Source: an optimization exercise on an open RTL-to-GDS flow (aim: small area). Production flows keep margins and buffers that such runs may drop. RTL that was checked went through simulation tests only; none was proved equivalent to the original.

v29:
// tx_upconverter
module tx_upconverter(
  input clk,
  input rst,
  input [31:0] frequency,
  input signed [19:0] x_real,
  input signed [19:0] x_imag,
  output req,
  output signed [15:0] out_I,
  output signed [15:0] out_Q
  );
==> module cpl_cordic, before the edit <==
module cpl_cordic(
  input clock,
  input [31:0] frequency,
  input signed [15:0] in_data_I,
  input signed [15:0] in_data_Q,
  output signed [15:0] out_data_I,
  output signed [15:0] out_data_Q
  );
localparam WR = 23;    
localparam WZ = 20;    
localparam STG = 19;   
localparam WT = 32;
wire [WT-1:0] atan_table [1:WT-1];
assign atan_table[01] = 32'b00100101110010000000101000111011;  
assign atan_table[02] = 32'b00010011111101100111000010110111;  
assign atan_table[03] = 32'b00001010001000100010001110101000;  
assign atan_table[04] = 32'b00000101000101100001101010000110;  
assign atan_table[05] = 32'b00000010100010111010111111000011;  
assign atan_table[06] = 32'b00000001010001011110110000111101;  
assign atan_table[07] = 32'b00000000101000101111100010101010;  
assign atan_table[08] = 32'b00000000010100010111110010100111;  
assign atan_table[09] = 32'b00000000001010001011111001011101;  
assign atan_table[10] = 32'b00000000000101000101111100110000;  
assign atan_table[11] = 32'b00000000000010100010111110011000;  
assign atan_table[12] = 32'b00000000000001010001011111001100;  
assign atan_table[13] = 32'b00000000000000101000101111100110;  
assign atan_table[14] = 32'b00000000000000010100010111110011;  
assign atan_table[15] = 32'b00000000000000001010001011111010;  
assign atan_table[16] = 32'b00000000000000000101000101111101;  
assign atan_table[17] = 32'b00000000000000000010100010111110;  
assign atan_table[18] = 32'b00000000000000000001010001011111;  
assign atan_table[19] = 32'b00000000000000000000101000110000;  
assign atan_table[20] = 32'b00000000000000000000010100011000;  
assign atan_table[21] = 32'b00000000000000000000001010001100;  
assign atan_table[22] = 32'b00000000000000000000000101000110;  
assign atan_table[23] = 32'b00000000000000000000000010100011;  
assign atan_table[24] = 32'b00000000000000000000000001010001;  
assign atan_table[25] = 32'b00000000000000000000000000101001;  
assign atan_table[26] = 32'b00000000000000000000000000010100;  
assign atan_table[27] = 32'b00000000000000000000000000001010;  
assign atan_table[28] = 32'b00000000000000000000000000000101;  
assign atan_table[29] = 32'b00000000000000000000000000000011;  
assign atan_table[30] = 32'b00000000000000000000000000000001;  
assign atan_table[31] = 32'b00000000000000000000000000000001;  
reg [31:0] phase;
wire [31:0] phase_sum;
cadd #(.W(32), .B0(7), .B(7)) nco_add (.a(phase), .b(frequency), .ci(1'b0), .s(phase_sum));
always @(posedge clock)
  if (frequency == 32'd0)
    phase <= 32'd0;      
  else
    phase <= phase_sum;
reg [20:0] pd0, pd;
always @(posedge clock)
  begin
  pd0 <= phase[31:11];
  pd <= pd0;
  end
wire [1:0] quadrant = pd[20:19];
wire [16:0] i17 = {in_data_I[15], in_data_I};
wire [16:0] q17 = {in_data_Q[15], in_data_Q};
wire [16:0] in_p, in_m;
cadd #(.W(17), .B0(6), .B(6)) padd (.a(i17), .b(q17), .ci(1'b0), .s(in_p));
cadd #(.W(17), .B0(6), .B(6)) madd (.a(i17), .b(~q17), .ci(1'b1), .s(in_m));
wire [17:0] p18 = {in_p[16], in_p};
wire [17:0] m18 = {in_m[16], in_m};
wire [17:0] xv = quadrant[0] ? p18 : m18;
wire [17:0] yv = quadrant[0] ? m18 : p18;
wire xneg = quadrant[1] ^ quadrant[0];
wire yneg = quadrant[1];
wire [17:0] xlow, ylow;
assign xlow = {pfx_or18(xv[16:0]), 1'b0};
assign ylow = {pfx_or18(yv[16:0]), 1'b0};
function [16:0] pfx_or18;    
  input [16:0] v;
  integer lv, b;
  reg [16:0] t;
  begin
    t = v;
    for (lv = 1; lv < 17; lv = lv * 2)
      for (b = 16; b >= 0; b = b - 1)
        if ((b / lv) % 2 == 1)
          t[b] = t[b] | t[(b / lv) * lv - 1];
    pfx_or18 = t;
  end
endfunction
reg [WR-1:0] X [0:STG-1];
reg [WR-1:0] Y [0:STG-1];
reg [WZ-1:0] Z [0:STG-1];
always @(posedge clock)
  begin
  X[0] <= {xv ^ ({18{xneg}} & xlow), 5'b0};
  Y[0] <= {yv ^ ({18{yneg}} & ylow), 5'b0};
  Z[0] <= {~pd[18], ~pd[18], pd[17:0]};
  end
genvar n;
generate
  for (n = 0; n <= STG-3; n = n + 1)
    begin : stages
    wire [WR-1:0] X_shr = {{(n+1){X[n][WR-1]}}, X[n][WR-1:n+1]};
    wire [WR-1:0] Y_shr = {{(n+1){Y[n][WR-1]}}, Y[n][WR-1:n+1]};
    wire [WZ-2-n:0] atan = atan_table[n+1][WT-2-n:WT-WZ] + atan_table[n+1][WT-WZ-1];
    wire zs = Z[n][WZ-1-n];
    localparam LZ = (n == 0) ? 4 : (n == 1) ? 2 : 0;
    wire [WR-1:0] xn, yn;
    cadd #(.W(WR-LZ), .B0(7), .B(8)) ax (.a(X[n][WR-1:LZ]), .b(Y_shr[WR-1:LZ] ^ {(WR-LZ){~zs}}), .ci(Y[n][n] ^ ~zs), .s(xn[WR-1:LZ]));
    cadd #(.W(WR-LZ), .B0(7), .B(8)) ay (.a(Y[n][WR-1:LZ]), .b(X_shr[WR-1:LZ] ^ {(WR-LZ){zs}}),  .ci(X[n][n] ^ zs),  .s(yn[WR-1:LZ]));
    if (LZ > 0)
      begin : lz
      assign xn[LZ-1:0] = {LZ{1'b0}};
      assign yn[LZ-1:0] = {LZ{1'b0}};
      end
    always @(posedge clock)
      begin
      X[n+1] <= xn;
      Y[n+1] <= yn;
      end
    if (n < STG-2)
      begin : angles
      wire [WZ-2-n:0] zn;
      cadd #(.W(WZ-1-n), .B0((WZ-1-n <= 15) ? 11 : 7), .B(8)) az (.a(Z[n][WZ-2-n:0]), .b(atan ^ {(WZ-1-n){~zs}}), .ci(~zs), .s(zn));
      always @(posedge clock)
        Z[n+1][WZ-2-n:0] <= zn;
      end
    end
endgenerate
wire zs17 = Z[STG-2][WZ-1-(STG-2)];
wire [4:0] ux = Y[STG-2][WR-1:WR-5] ^ {5{~zs17}};
wire sux = Y[STG-2][WR-1] ^ ~zs17;
wire [4:0] uy = X[STG-2][WR-1:WR-5] ^ {5{zs17}};
wire suy = X[STG-2][WR-1] ^ zs17;
wire [6:0] lox, loy;
wire cox, coy;
radd #(7) lx (.a(X[STG-2][6:0]), .b({~sux, sux, ux}), .ci(Y[STG-2][STG-2] ^ ~zs17), .s(lox), .co(cox));
radd #(7) ly (.a(Y[STG-2][6:0]), .b({~suy, suy, uy}), .ci(X[STG-2][STG-2] ^ zs17),  .s(loy), .co(coy));
wire [15:0] xr, yr;
cinc #(16) ix (.a(X[STG-2][WR-1:7]), .ci(cox), .s(xr));
cinc #(16) iy (.a(Y[STG-2][WR-1:7]), .ci(coy), .s(yr));
assign out_data_I = xr;
assign out_data_Q = yr;
endmodule
Settings: LEC_CHECK=0, CAP_MARGIN=20, CORE_MARGIN=2, CORE_UTILIZATION=60, CTS_CLUSTER_DIAMETER=100, CTS_CLUSTER_SIZE=30, SLEW_MARGIN=20; clock period 6.0 ns.
run.sh (not shown) runs the stock make flow with config.mk's settings and CLKGATE_MAP_FILE= SYNTH_SCRIPT=/design/flow/synth_recipe.tcl, a recipe that flattens the netlist after the stock synthesis.
The following lists how v27 was set up differently from v29:
diff --git a/flow/design.v b/flow/design.v
--- a/flow/design.v
+++ b/flow/design.v
@@ -403,6 +403,9 @@
     localparam LZ = (n == 0) ? 4 : (n == 1) ? 2 : 0;
     wire [WR-1:0] xn, yn;
-    cadd #(.W(WR-LZ), .B0(7), .B(8)) ax (.a(X[n][WR-1:LZ]), .b(Y_shr[WR-1:LZ] ^ {(WR-LZ){~zs}}), .ci(Y[n][n] ^ ~zs), .s(xn[WR-1:LZ]));
-    cadd #(.W(WR-LZ), .B0(7), .B(8)) ay (.a(Y[n][WR-1:LZ]), .b(X_shr[WR-1:LZ] ^ {(WR-LZ){zs}}),  .ci(X[n][n] ^ zs),  .s(yn[WR-1:LZ]));
+    wire [WR-1:LZ] xnc, ync;
+    cadd #(.W(WR-LZ), .B0(9), .B(7)) ax (.a(~X[n][WR-1:LZ]), .b(Y_shr[WR-1:LZ] ^ {(WR-LZ){zs}}), .ci(Y[n][n] ^ zs), .s(xnc));
+    cadd #(.W(WR-LZ), .B0(9), .B(7)) ay (.a(~Y[n][WR-1:LZ]), .b(X_shr[WR-1:LZ] ^ {(WR-LZ){~zs}}),  .ci(X[n][n] ^ ~zs),  .s(ync));
+    assign xn[WR-1:LZ] = ~xnc;
+    assign yn[WR-1:LZ] = ~ync;
     if (LZ > 0)
       begin : lz
@@ -418,5 +421,5 @@
       begin : angles
       wire [WZ-2-n:0] zn;
-      cadd #(.W(WZ-1-n), .B0((WZ-1-n <= 15) ? 11 : 7), .B(8)) az (.a(Z[n][WZ-2-n:0]), .b(atan ^ {(WZ-1-n){~zs}}), .ci(~zs), .s(zn));
+      cadd #(.W(WZ-1-n), .B0(7), .B(8)) az (.a(Z[n][WZ-2-n:0]), .b(atan ^ {(WZ-1-n){~zs}}), .ci(~zs), .s(zn));
       always @(posedge clock)
         Z[n+1][WZ-2-n:0] <= zn;
Results
In v27 the clock skew turned out 0.018 ns lower than in v29.
Compared with v29, in v27 layout buffer count excluding clock buffers +136; met2 layer usage reported by global route went up; first-pass GRT wire length lower.
Taking v29 as the reference, in v27 number of distinct standard cells referenced by the synthesized netlist lost about 7%, final cycle utilization of the critical path picked up an extra 3.3 points, via count lost 691, critical path depth picked up an extra about 3.7%.
The register-to-register slack reported for v27 is smaller than that of v29 by 0.14 ns.
v27: post-synth design cell area is 1800 sq um lower than what v29 reported.
On global-route total usage across every layer, the lower figure sits with v29, not v27.
Comparing register fraction of the total cell area for v29 and v27, the smaller number came from v27.
Compared to v29, the router laid down more metal wire for v27.
Only the layout flow was run in v27; the RTL was not checked for function there.

* * *

P:
tx_upconverter, a different RTL version from the one above (not shown whole).
For scale: about 7300 cells after synthesis, roughly 1900 flip-flops, roughly 110 I/O pins, roughly 89000 um2 of cells after synthesis.
==> module cpl_cordic, before the edit <==
module cpl_cordic(
  input clock,
  input [31:0] frequency,
  input signed [15:0] in_data_I,
  input signed [15:0] in_data_Q,
  output signed [15:0] out_data_I,
  output signed [15:0] out_data_Q
  );
localparam WR = 23;    
localparam WZ = 20;    
localparam STG = 19;   
localparam WT = 32;
wire [WT-1:0] atan_table [1:WT-1];
assign atan_table[01] = 32'b00100101110010000000101000111011;  
assign atan_table[02] = 32'b00010011111101100111000010110111;  
assign atan_table[03] = 32'b00001010001000100010001110101000;  
assign atan_table[04] = 32'b00000101000101100001101010000110;  
assign atan_table[05] = 32'b00000010100010111010111111000011;  
assign atan_table[06] = 32'b00000001010001011110110000111101;  
assign atan_table[07] = 32'b00000000101000101111100010101010;  
assign atan_table[08] = 32'b00000000010100010111110010100111;  
assign atan_table[09] = 32'b00000000001010001011111001011101;  
assign atan_table[10] = 32'b00000000000101000101111100110000;  
assign atan_table[11] = 32'b00000000000010100010111110011000;  
assign atan_table[12] = 32'b00000000000001010001011111001100;  
assign atan_table[13] = 32'b00000000000000101000101111100110;  
assign atan_table[14] = 32'b00000000000000010100010111110011;  
assign atan_table[15] = 32'b00000000000000001010001011111010;  
assign atan_table[16] = 32'b00000000000000000101000101111101;  
assign atan_table[17] = 32'b00000000000000000010100010111110;  
assign atan_table[18] = 32'b00000000000000000001010001011111;  
assign atan_table[19] = 32'b00000000000000000000101000110000;  
assign atan_table[20] = 32'b00000000000000000000010100011000;  
assign atan_table[21] = 32'b00000000000000000000001010001100;  
assign atan_table[22] = 32'b00000000000000000000000101000110;  
assign atan_table[23] = 32'b00000000000000000000000010100011;  
assign atan_table[24] = 32'b00000000000000000000000001010001;  
assign atan_table[25] = 32'b00000000000000000000000000101001;  
assign atan_table[26] = 32'b00000000000000000000000000010100;  
assign atan_table[27] = 32'b00000000000000000000000000001010;  
assign atan_table[28] = 32'b00000000000000000000000000000101;  
assign atan_table[29] = 32'b00000000000000000000000000000011;  
assign atan_table[30] = 32'b00000000000000000000000000000001;  
assign atan_table[31] = 32'b00000000000000000000000000000001;  
reg [31:0] phase;
wire [31:0] phase_sum;
cadd #(.W(32), .B0(7), .B(7)) nco_add (.a(phase), .b(frequency), .ci(1'b0), .s(phase_sum));
always @(posedge clock)
  if (frequency == 32'd0)
    phase <= 32'd0;      
  else
    phase <= phase_sum;
reg [20:0] pd0, pd;
always @(posedge clock)
  begin
  pd0 <= phase[31:11];
  pd <= pd0;
  end
wire [1:0] quadrant = pd[20:19];
wire [16:0] i17 = {in_data_I[15], in_data_I};
wire [16:0] q17 = {in_data_Q[15], in_data_Q};
wire [16:0] in_p, in_m;
cadd #(.W(17), .B0(6), .B(6)) padd (.a(i17), .b(q17), .ci(1'b0), .s(in_p));
cadd #(.W(17), .B0(6), .B(6)) madd (.a(i17), .b(~q17), .ci(1'b1), .s(in_m));
wire [17:0] p18 = {in_p[16], in_p};
wire [17:0] m18 = {in_m[16], in_m};
wire [17:0] xv = quadrant[0] ? p18 : m18;
wire [17:0] yv = quadrant[0] ? m18 : p18;
wire xneg = quadrant[1] ^ quadrant[0];
wire yneg = quadrant[1];
wire [17:0] xlow, ylow;
assign xlow = {pfx_or18(xv[16:0]), 1'b0};
assign ylow = {pfx_or18(yv[16:0]), 1'b0};
function [16:0] pfx_or18;    
  input [16:0] v;
  integer lv, b;
  reg [16:0] t;
  begin
    t = v;
    for (lv = 1; lv < 17; lv = lv * 2)
      for (b = 16; b >= 0; b = b - 1)
        if ((b / lv) % 2 == 1)
          t[b] = t[b] | t[(b / lv) * lv - 1];
    pfx_or18 = t;
  end
endfunction
reg [WR-1:0] X [0:STG-1];
reg [WR-1:0] Y [0:STG-1];
reg [WZ-1:0] Z [0:STG-1];
always @(posedge clock)
  begin
  X[0] <= {xv ^ ({18{xneg}} & xlow), 5'b0};
  Y[0] <= {yv ^ ({18{yneg}} & ylow), 5'b0};
  Z[0] <= {~pd[18], ~pd[18], pd[17:0]};
  end
genvar n;
generate
  for (n = 0; n <= STG-3; n = n + 1)
    begin : stages
    wire [WR-1:0] X_shr = {{(n+1){X[n][WR-1]}}, X[n][WR-1:n+1]};
    wire [WR-1:0] Y_shr = {{(n+1){Y[n][WR-1]}}, Y[n][WR-1:n+1]};
    wire [WZ-2-n:0] atan = atan_table[n+1][WT-2-n:WT-WZ] + atan_table[n+1][WT-WZ-1];
    wire zs = Z[n][WZ-1-n];
    localparam LZ = (n == 0) ? 4 : (n == 1) ? 2 : 0;
    wire [WR-1:0] xn, yn;
    cadd #(.W(WR-LZ), .B0(7), .B(8)) ax (.a(X[n][WR-1:LZ]), .b(Y_shr[WR-1:LZ] ^ {(WR-LZ){~zs}}), .ci(Y[n][n] ^ ~zs), .s(xn[WR-1:LZ]));
    cadd #(.W(WR-LZ), .B0(7), .B(8)) ay (.a(Y[n][WR-1:LZ]), .b(X_shr[WR-1:LZ] ^ {(WR-LZ){zs}}),  .ci(X[n][n] ^ zs),  .s(yn[WR-1:LZ]));
    if (LZ > 0)
      begin : lz
      assign xn[LZ-1:0] = {LZ{1'b0}};
      assign yn[LZ-1:0] = {LZ{1'b0}};
      end
    always @(posedge clock)
      begin
      X[n+1] <= xn;
      Y[n+1] <= yn;
      end
    if (n < STG-2)
      begin : angles
      wire [WZ-2-n:0] zn;
      cadd #(.W(WZ-1-n), .B0(7), .B(8)) az (.a(Z[n][WZ-2-n:0]), .b(atan ^ {(WZ-1-n){~zs}}), .ci(~zs), .s(zn));
      always @(posedge clock)
        Z[n+1][WZ-2-n:0] <= zn;
      end
    end
endgenerate
wire zs17 = Z[STG-2][WZ-1-(STG-2)];
wire [4:0] ux = Y[STG-2][WR-1:WR-5] ^ {5{~zs17}};
wire sux = Y[STG-2][WR-1] ^ ~zs17;
wire [4:0] uy = X[STG-2][WR-1:WR-5] ^ {5{zs17}};
wire suy = X[STG-2][WR-1] ^ zs17;
wire [6:0] lox, loy;
wire cox, coy;
radd #(7) lx (.a(X[STG-2][6:0]), .b({~sux, sux, ux}), .ci(Y[STG-2][STG-2] ^ ~zs17), .s(lox), .co(cox));
radd #(7) ly (.a(Y[STG-2][6:0]), .b({~suy, suy, uy}), .ci(X[STG-2][STG-2] ^ zs17),  .s(loy), .co(coy));
wire [15:0] xr, yr;
cinc #(16) ix (.a(X[STG-2][WR-1:7]), .ci(cox), .s(xr));
cinc #(16) iy (.a(Y[STG-2][WR-1:7]), .ci(coy), .s(yr));
assign out_data_I = xr;
assign out_data_Q = yr;
endmodule
make LEC_CHECK=0 CAP_MARGIN=20 CORE_MARGIN=2 CORE_UTILIZATION=60 CTS_CLUSTER_DIAMETER=100 CTS_CLUSTER_SIZE=30 SLEW_MARGIN=20 finish   # period 6.0 ns
Here is what was changed in the inputs of Q compared with P.
diff --git a/flow/design.v b/flow/design.v
--- a/flow/design.v
+++ b/flow/design.v
@@ -399,14 +399,17 @@
     wire [WR-1:0] X_shr = {{(n+1){X[n][WR-1]}}, X[n][WR-1:n+1]};
     wire [WR-1:0] Y_shr = {{(n+1){Y[n][WR-1]}}, Y[n][WR-1:n+1]};
     wire [WZ-2-n:0] atan = atan_table[n+1][WT-2-n:WT-WZ] + atan_table[n+1][WT-WZ-1];
     wire zs = Z[n][WZ-1-n];
     localparam LZ = (n == 0) ? 4 : (n == 1) ? 2 : 0;
     wire [WR-1:0] xn, yn;
-    cadd #(.W(WR-LZ), .B0(7), .B(8)) ax (.a(X[n][WR-1:LZ]), .b(Y_shr[WR-1:LZ] ^ {(WR-LZ){~zs}}), .ci(Y[n][n] ^ ~zs), .s(xn[WR-1:LZ]));
-    cadd #(.W(WR-LZ), .B0(7), .B(8)) ay (.a(Y[n][WR-1:LZ]), .b(X_shr[WR-1:LZ] ^ {(WR-LZ){zs}}),  .ci(X[n][n] ^ zs),  .s(yn[WR-1:LZ]));
+    wire [WR-1:LZ] xnc, ync;
+    cadd #(.W(WR-LZ), .B0(6), .B(8)) ax (.a(~X[n][WR-1:LZ]), .b(Y_shr[WR-1:LZ] ^ {(WR-LZ){zs}}), .ci(Y[n][n] ^ zs), .s(xnc));
+    cadd #(.W(WR-LZ), .B0(6), .B(8)) ay (.a(~Y[n][WR-1:LZ]), .b(X_shr[WR-1:LZ] ^ {(WR-LZ){~zs}}),  .ci(X[n][n] ^ ~zs),  .s(ync));
+    assign xn[WR-1:LZ] = ~xnc;
+    assign yn[WR-1:LZ] = ~ync;
     if (LZ > 0)
       begin : lz
       assign xn[LZ-1:0] = {LZ{1'b0}};
       assign yn[LZ-1:0] = {LZ{1'b0}};
       end
     always @(posedge clock)
Between Q and P, the max-slew headroom at the worst pin figures differ only marginally.
Per the comparison of Q with P, number of buffers created by CTS dropped about 1.3%; wire length of the first global-routing pass climbed 3000 um.
On setup slack of the critical path after layout, the higher figure sits with P, not Q.
For clock buffer and inverter area fraction after layout, Q and P come out practically identical.
On share of flip-flops with an asynchronous set or reset after synthesis, P tracks Q almost exactly.
Between P and Q, the flow reports net count reported at finish increasing slightly.
No functional check of the RTL was part of Q.

## port drivers added, routing unchanged
The results above use ideal ports. As a check the final layouts listed here were re-extracted and re-timed, cells and wires unchanged. Step 1 (the two cells are an assumption about what drives the block):
set clk [get_ports {clk}]
set_driving_cell -lib_cell sky130_fd_sc_hd__clkbuf_16 $clk
set_driving_cell -lib_cell sky130_fd_sc_hd__buf_2 [delete_from_list [all_inputs] $clk]
Step 2 moves the port delays by t, midway between the first and last clock arrival at a register: inputs arrive t later, outputs are due t later. That takes back most of the time a late clock gives input paths. Three values: ideal ports, drivers, drivers and shift; two values: the first two.
| run | t (ns) | slack for setup (ns) | latest minus earliest clock arrival (ns) | slew at the worst register clock pin (ns) | worst slew at a driven data input, ns |
|---|---|---|---|---|---|
| v29 | 0.779 | 0.280 / 0.332 / -0.447 | 0.068 / 0.068 | 0.11 / 0.11 | 0.06 |
| v27 | 0.779 | 0.084 / 0.095 / -0.684 | 0.062 / 0.062 | 0.12 / 0.12 | 0.06 |
| P | 0.784 | 0.243 / 0.294 / -0.490 | 0.057 / 0.057 | 0.12 / 0.12 | 0.07 |
| Q | 0.792 | 0.103 / 0.130 / -0.662 | 0.042 / 0.042 | 0.11 / 0.11 | 0.06 |
With both steps, setup timing fails in every run listed, where it was met with ideal ports. For v27, which loses most, drivers alone change the setup slack by +0.011 ns; drivers and shift together by -0.768 ns.
